This is an optimization exercise on Yosys and OpenROAD, whose aim is small area, a short achievable clock period and few clock cycles, not a production implementation.
Where RTL was checked, it was by simulation tests only, not by an equivalence proof against the original.
No activity file was given, so power comes from the tool's default toggle rates.

## run A
Design chip, start of the top module:
module chip #(
    parameter int IN_BYTES  = 7,
    parameter int OUT_BYTES = 6
)(
    input wire clk,
    input wire rst_n,
    input wire in_valid,
    output reg in_ready,
    input  wire [7:0] in_data,
    output reg out_valid,
    input wire out_ready,
    output reg [7:0] out_data
);
Settings: LEC_CHECK=0, CAP_MARGIN=20, CORE_MARGIN=2, CORE_UTILIZATION=65, CTS_BUF_LIST=sky130_fd_sc_hd__clkbuf_4 sky130_fd_sc_hd__clkbuf_8, SLEW_MARGIN=20; clock period 10.0 ns.
standard.sh (not shown) runs the stock make flow with config.mk's settings and CLKGATE_MAP_FILE= SYNTH_SCRIPT=/design/flow/synth_recipe.tcl, a recipe that flattens the netlist after the stock synthesis.
==> flow/flow/run.sh <==
#!/bin/bash
# Standard ORFS layout (the standard.sh: unchanged synthesis, floorplan,
# power grid, placement, CTS and routing) with a tighter setup target for the
# timing repair steps, so that the resizer also shortens paths that already
# meet the 10 ns clock. The constraints (constraint.sdc) are not changed.
# make's full output goes to standard_make.log; each ORFS step keeps its own
# log under orfs/logs/.
set -euo pipefail
bash standard.sh SETUP_SLACK_MARGIN=7.0 "BUFFER_PORTS_ARGS=-buffer_cell sky130_fd_sc_hd__buf_1" "CTS_ARGS=-sink_clustering_enable -repair_clock_nets -dont_use_dummy_load -buf_list {sky130_fd_sc_hd__clkbuf_4 sky130_fd_sc_hd__clkbuf_8}" finish > standard_make.log 2>&1
Run A finished every step from synthesis to the final layout, and the layout passed the timing, design-rule and antenna checks.
Relative to run A, the following input files were edited for run X:
-- flow/config.mk --
<<< run A, line 10
export CORE_UTILIZATION = 65
export CTS_BUF_LIST = sky130_fd_sc_hd__clkbuf_4 sky130_fd_sc_hd__clkbuf_8
export SLEW_MARGIN = 20
>>> run X, line 10
export CORE_UTILIZATION = 65
export CTS_BUF_LIST = sky130_fd_sc_hd__clkbuf_4 sky130_fd_sc_hd__clkbuf_8
export PLACE_DENSITY = 0.75
export SLEW_MARGIN = 20
Findings:
Run X: PASS, flow complete, no timing, DRC or antenna violations
Run X vs run A: data arrival time of the critical path down
Total clock network power: run X worse than run A
Route | run X vs run A | wire shorter in run X
Relative to run A, run X improves via count.
No run of this note included a check of the RTL's function; only the layout flow was run.

== the baseline ==
Another version of the RTL of chip (not shown whole).
Size in the first run: roughly 86 flip-flops, about 22 I/O pins, roughly 5400 sq um of cells after synthesis.
export LEC_CHECK = 0
export CAP_MARGIN = 20
export CORE_MARGIN = 2
export CORE_UTILIZATION = 65
export CTS_BUF_LIST = sky130_fd_sc_hd__clkbuf_4 sky130_fd_sc_hd__clkbuf_8
export PLACE_DENSITY = 0.75
export SLEW_MARGIN = 20
export TNS_END_PERCENT = 100
create_clock -name core_clock -period 10.0 [get_ports {clk}]
Scripts as last shown in full above: flow/flow/run.sh
Testbench counts of the baseline, summed over its fixed seeds: cycles 2,760.
## Diff of input files: the candidate against the baseline
Settings: TNS_END_PERCENT: 100 -> unset.
diff --git a/flow/flow/run.sh b/flow/flow/run.sh
--- a/flow/flow/run.sh
+++ b/flow/flow/run.sh
@@ -8,2 +8,2 @@
 set -euo pipefail
-bash standard.sh SETUP_SLACK_MARGIN=7.0 "BUFFER_PORTS_ARGS=-buffer_cell sky130_fd_sc_hd__buf_1" "CTS_ARGS=-sink_clustering_enable -repair_clock_nets -dont_use_dummy_load -buf_list {sky130_fd_sc_hd__clkbuf_4 sky130_fd_sc_hd__clkbuf_8}" finish > standard_make.log 2>&1
+bash standard.sh SETUP_SLACK_MARGIN=7.3 "BUFFER_PORTS_ARGS=-buffer_cell sky130_fd_sc_hd__buf_1" "CTS_ARGS=-sink_clustering_enable -repair_clock_nets -dont_use_dummy_load -buf_list {sky130_fd_sc_hd__clkbuf_4 sky130_fd_sc_hd__clkbuf_8}" finish > standard_make.log 2>&1
==> run summary <==
Both conditions hold for the candidate: the flow ran to the end and the final layout passed the timing, design-rule and antenna checks.
In the candidate, net count reported at finish is higher than in the baseline.
registers as the power group with the highest consumption was reported by the baseline, and combinational cells by the candidate.
Going from the baseline to the candidate, the core occupancy in the finished layout was found to have gone up by 3.4 points.
Between the baseline and the candidate, the flow reports area taken by flip-flops and latches increasing slightly.
| minimum hold slack | the candidate vs the baseline | 0.022 ns higher |
The candidate vs the baseline, critical path launch point: out_data[0] vs in_ready
Total routing usage reported by global routing ends up lower on the baseline.

Starting RTL as in the previous note.
==> flow/design.v (excerpt) <==
module chip #(
    parameter int IN_BYTES  = 7,
    parameter int OUT_BYTES = 6
)(
    input wire clk,
    input wire rst_n,
    input wire in_valid,
    output reg in_ready,
    input  wire [7:0] in_data,
    output reg out_valid,
    input wire out_ready,
    output reg [7:0] out_data
);
clock: 10.0 ns
lec_check: 0
cap_margin: 20
core_margin: 2
core_utilization: 50
cts_buf_list: sky130_fd_sc_hd__clkbuf_4 sky130_fd_sc_hd__clkbuf_8
place_density: 0.6
slew_margin: 20
==> flow/flow/run.sh <==
#!/bin/bash
# Standard ORFS layout (the standard.sh: unchanged synthesis, floorplan,
# power grid, placement, CTS and routing) with a tighter setup target for the
# timing repair steps, so that the resizer also shortens paths that already
# meet the 10 ns clock. The constraints (constraint.sdc) are not changed.
# make's full output goes to standard_make.log; each ORFS step keeps its own
# log under orfs/logs/.
set -euo pipefail
bash standard.sh SETUP_SLACK_MARGIN=7.0 "BUFFER_PORTS_ARGS=-buffer_cell sky130_fd_sc_hd__buf_1" "CTS_ARGS=-sink_clustering_enable -repair_clock_nets -dont_use_dummy_load -buf_list {sky130_fd_sc_hd__clkbuf_4 sky130_fd_sc_hd__clkbuf_8}" finish > standard_make.log 2>&1
The starting point finished with timing, DRC and antenna clean.
Testbench counts at the start, summed over its fixed seeds: cycles 2,760.
Next try:
--- a/flow/flow/run.sh
+++ b/flow/flow/run.sh
@@ -9 +9 @@
-bash standard.sh SETUP_SLACK_MARGIN=7.0 "BUFFER_PORTS_ARGS=-buffer_cell sky130_fd_sc_hd__buf_1" "CTS_ARGS=-sink_clustering_enable -repair_clock_nets -dont_use_dummy_load -buf_list {sky130_fd_sc_hd__clkbuf_4 sky130_fd_sc_hd__clkbuf_8}" finish > standard_make.log 2>&1
+bash standard.sh SETUP_SLACK_MARGIN=6.9 "BUFFER_PORTS_ARGS=-buffer_cell sky130_fd_sc_hd__buf_1" "CTS_ARGS=-sink_clustering_enable -repair_clock_nets -dont_use_dummy_load -buf_list {sky130_fd_sc_hd__clkbuf_4 sky130_fd_sc_hd__clkbuf_8}" finish > standard_make.log 2>&1
CORE_UTILIZATION = 65   (was 50)
PLACE_DENSITY = 0.75   (was 0.6)
The new run produced a clean layout.
Worst hold slack gains 30 ps.
Non-clock buffer count drops by 2.
Global-route usage climbs by 4.3 points.
Area after synthesis does not change.
Power drops slightly.
Next try:
--- a/flow/flow/run.sh
+++ b/flow/flow/run.sh
@@ -9 +9 @@
-bash standard.sh SETUP_SLACK_MARGIN=6.9 "BUFFER_PORTS_ARGS=-buffer_cell sky130_fd_sc_hd__buf_1" "CTS_ARGS=-sink_clustering_enable -repair_clock_nets -dont_use_dummy_load -buf_list {sky130_fd_sc_hd__clkbuf_4 sky130_fd_sc_hd__clkbuf_8}" finish > standard_make.log 2>&1
+bash standard.sh SETUP_SLACK_MARGIN=7.0 "BUFFER_PORTS_ARGS=-buffer_cell sky130_fd_sc_hd__buf_1" "CTS_ARGS=-sink_clustering_enable -repair_clock_nets -dont_use_dummy_load -buf_list {sky130_fd_sc_hd__clkbuf_16}" finish > standard_make.log 2>&1
CTS_BUF_LIST = sky130_fd_sc_hd__clkbuf_16   (was sky130_fd_sc_hd__clkbuf_4 sky130_fd_sc_hd__clkbuf_8)
PLACE_DENSITY = default   (was 0.75)
Outcome: Clock power rises by well over a third; power climbs by a little under a tenth; final cell count does not change; synthesized cell count stays the same.

== oak ==
Another version of the RTL of chip (not shown whole).
For scale: ~22 I/O pins, ~5400 sq um of cells after synthesis.
clock: 10.0 ns
lec_check: 0
cap_margin: 20
core_margin: 2
core_utilization: 40
slew_margin: 20
==> flow/flow/run.sh <==
#!/bin/bash
# Standard ORFS layout (the standard.sh: unchanged synthesis, floorplan,
# power grid, placement, CTS and routing) with a tighter setup target for the
# timing repair steps, so that the resizer also shortens paths that already
# meet the 10 ns clock. The constraints (constraint.sdc) are not changed.
# make's full output goes to standard_make.log; each ORFS step keeps its own
# log under orfs/logs/.
set -euo pipefail
bash standard.sh SETUP_SLACK_MARGIN=7.0 finish > standard_make.log 2>&1
Modified inputs, pine compared to oak
- CORE_UTILIZATION changed from 40 to 65
- CTS_BUF_LIST newly set to sky130_fd_sc_hd__clkbuf_4 sky130_fd_sc_hd__clkbuf_8
Notes after the runs:
- Worst hold slack in pine is 11 ps higher than in oak
- As far as number of stages on the worst setup path goes, pine and oak are indistinguishable; the numbers are identical.
- Total number of vias on pine is behind oak.
- Re logic gate share of total power: oak was lower than pine.
- The endpoint arrival time on the critical path reported for pine is smaller than that of oak by 50 ps.
- pine vs. oak: placed cell area went down by 1.5%.
No run of this note included a check of the RTL's function; only the layout flow was run.

chip, a different RTL version from the one above (not shown whole).
Size in the first run: ~550 cells after synthesis, about 86 flip-flops, about 22 I/O pins, about 5600 um2 of cells after synthesis.
Design chip, start of the top module:
module chip #(
    parameter int IN_BYTES  = 7,
    parameter int OUT_BYTES = 6
)(
    input wire clk,
    input wire rst_n,
    input wire in_valid,
    output reg in_ready,
    input  wire [7:0] in_data,
    output reg out_valid,
    input wire out_ready,
    output reg [7:0] out_data
);
Settings: LEC_CHECK=0, CAP_MARGIN=20, CORE_MARGIN=2, CORE_UTILIZATION=75, CTS_BUF_LIST=sky130_fd_sc_hd__clkbuf_8, CTS_CLUSTER_DIAMETER=100, CTS_CLUSTER_SIZE=40, SLEW_MARGIN=20; clock period 10.0 ns.
Scripts as last shown in full above: flow/flow/run.sh
The starting point produced a clean layout.
==> next run, changes <==
--- a/flow/config.mk
+++ b/flow/config.mk
@@ -9,6 +9,4 @@
 export CORE_MARGIN = 2
-export CORE_UTILIZATION = 75
-export CTS_BUF_LIST = sky130_fd_sc_hd__clkbuf_8
-export CTS_CLUSTER_DIAMETER = 100
-export CTS_CLUSTER_SIZE = 40
+export CORE_UTILIZATION = 65
+export CTS_BUF_LIST = sky130_fd_sc_hd__clkbuf_4 sky130_fd_sc_hd__clkbuf_8
 export SLEW_MARGIN = 20
Synthesized cell count is unchanged.
Setup slack loses 0.039 ns.
Core utilization came out lower by 11 points.
Critical path depth came out higher by 4.
No run of this note included a check of the RTL's function; only the layout flow was run.

-- separate check: timing with driven ports --
In the flow no input, the clock included, has a driving cell. The finished layouts below were timed again as built, in two steps.
Step 1 assumes that a clkbuf_16 drives the clock port and a buf_2 every other input.
Step 2 moves the port delays by t, midway between the first and last clock arrival at a register: inputs arrive t later, outputs are due t later. That takes back most of the time a late clock gives input paths.
Three values: no drivers, after step 1, after step 2; two values: the first two.
| run | t (ns) | setup WS [ns] | hold slack, ns | clock arrival spread, ns | pins driven straight from the clock port |
|---|---|---|---|---|---|
| run A | 0.370 | 7.082 / 7.092 / 6.722 | 0.415 / 0.415 / 0.415 | 0.027 / 0.028 | 1 |
| run X | 0.379 | 7.098 / 7.095 / 6.731 | 0.430 / 0.430 / 0.430 | 0.024 / 0.024 | 1 |
| the baseline | 0.371 | 7.128 / 7.096 / 6.774 | 0.410 / 0.410 / 0.410 | 0.021 / 0.021 | 1 |
| the candidate | 0.378 | 7.159 / 7.125 / 6.984 | 0.432 / 0.432 / 0.432 | 0.030 / 0.031 | 1 |
| the first run of note 3 | 0.380 | 7.099 / 7.067 / 6.782 | 0.419 / 0.419 / 0.419 | 0.035 / 0.036 | 1 |
| the second run of note 3 | 0.373 | 7.002 / 7.015 / 6.642 | 0.450 / 0.450 / 0.450 | 0.029 / 0.028 | 1 |
| the third run of note 3 | 0.377 | 7.122 / 7.082 / 6.776 | 0.441 / 0.441 / 0.441 | 0.016 / 0.016 | 1 |
| oak | 0.381 | 6.923 / 6.922 / 6.541 | 0.424 / 0.424 / 0.424 | 0.007 / 0.007 | 1 |
| pine | 0.400 | 7.009 / 6.992 / 6.601 | 0.435 / 0.435 / 0.435 | 0.011 / 0.011 | 1 |
| the first run of note 5 | 0.395 | 7.014 / 6.983 / 6.666 | 0.429 / 0.429 / 0.429 | 0.008 / 0.008 | 1 |
| the second run of note 5 | 0.385 | 6.974 / 6.977 / 6.601 | 0.435 / 0.435 / 0.435 | 0.010 / 0.010 | 1 |
After both steps setup and hold are still met in every run listed. For pine, which loses most, drivers alone change the setup slack by -0.017 ns; drivers and shift together by -0.408 ns.
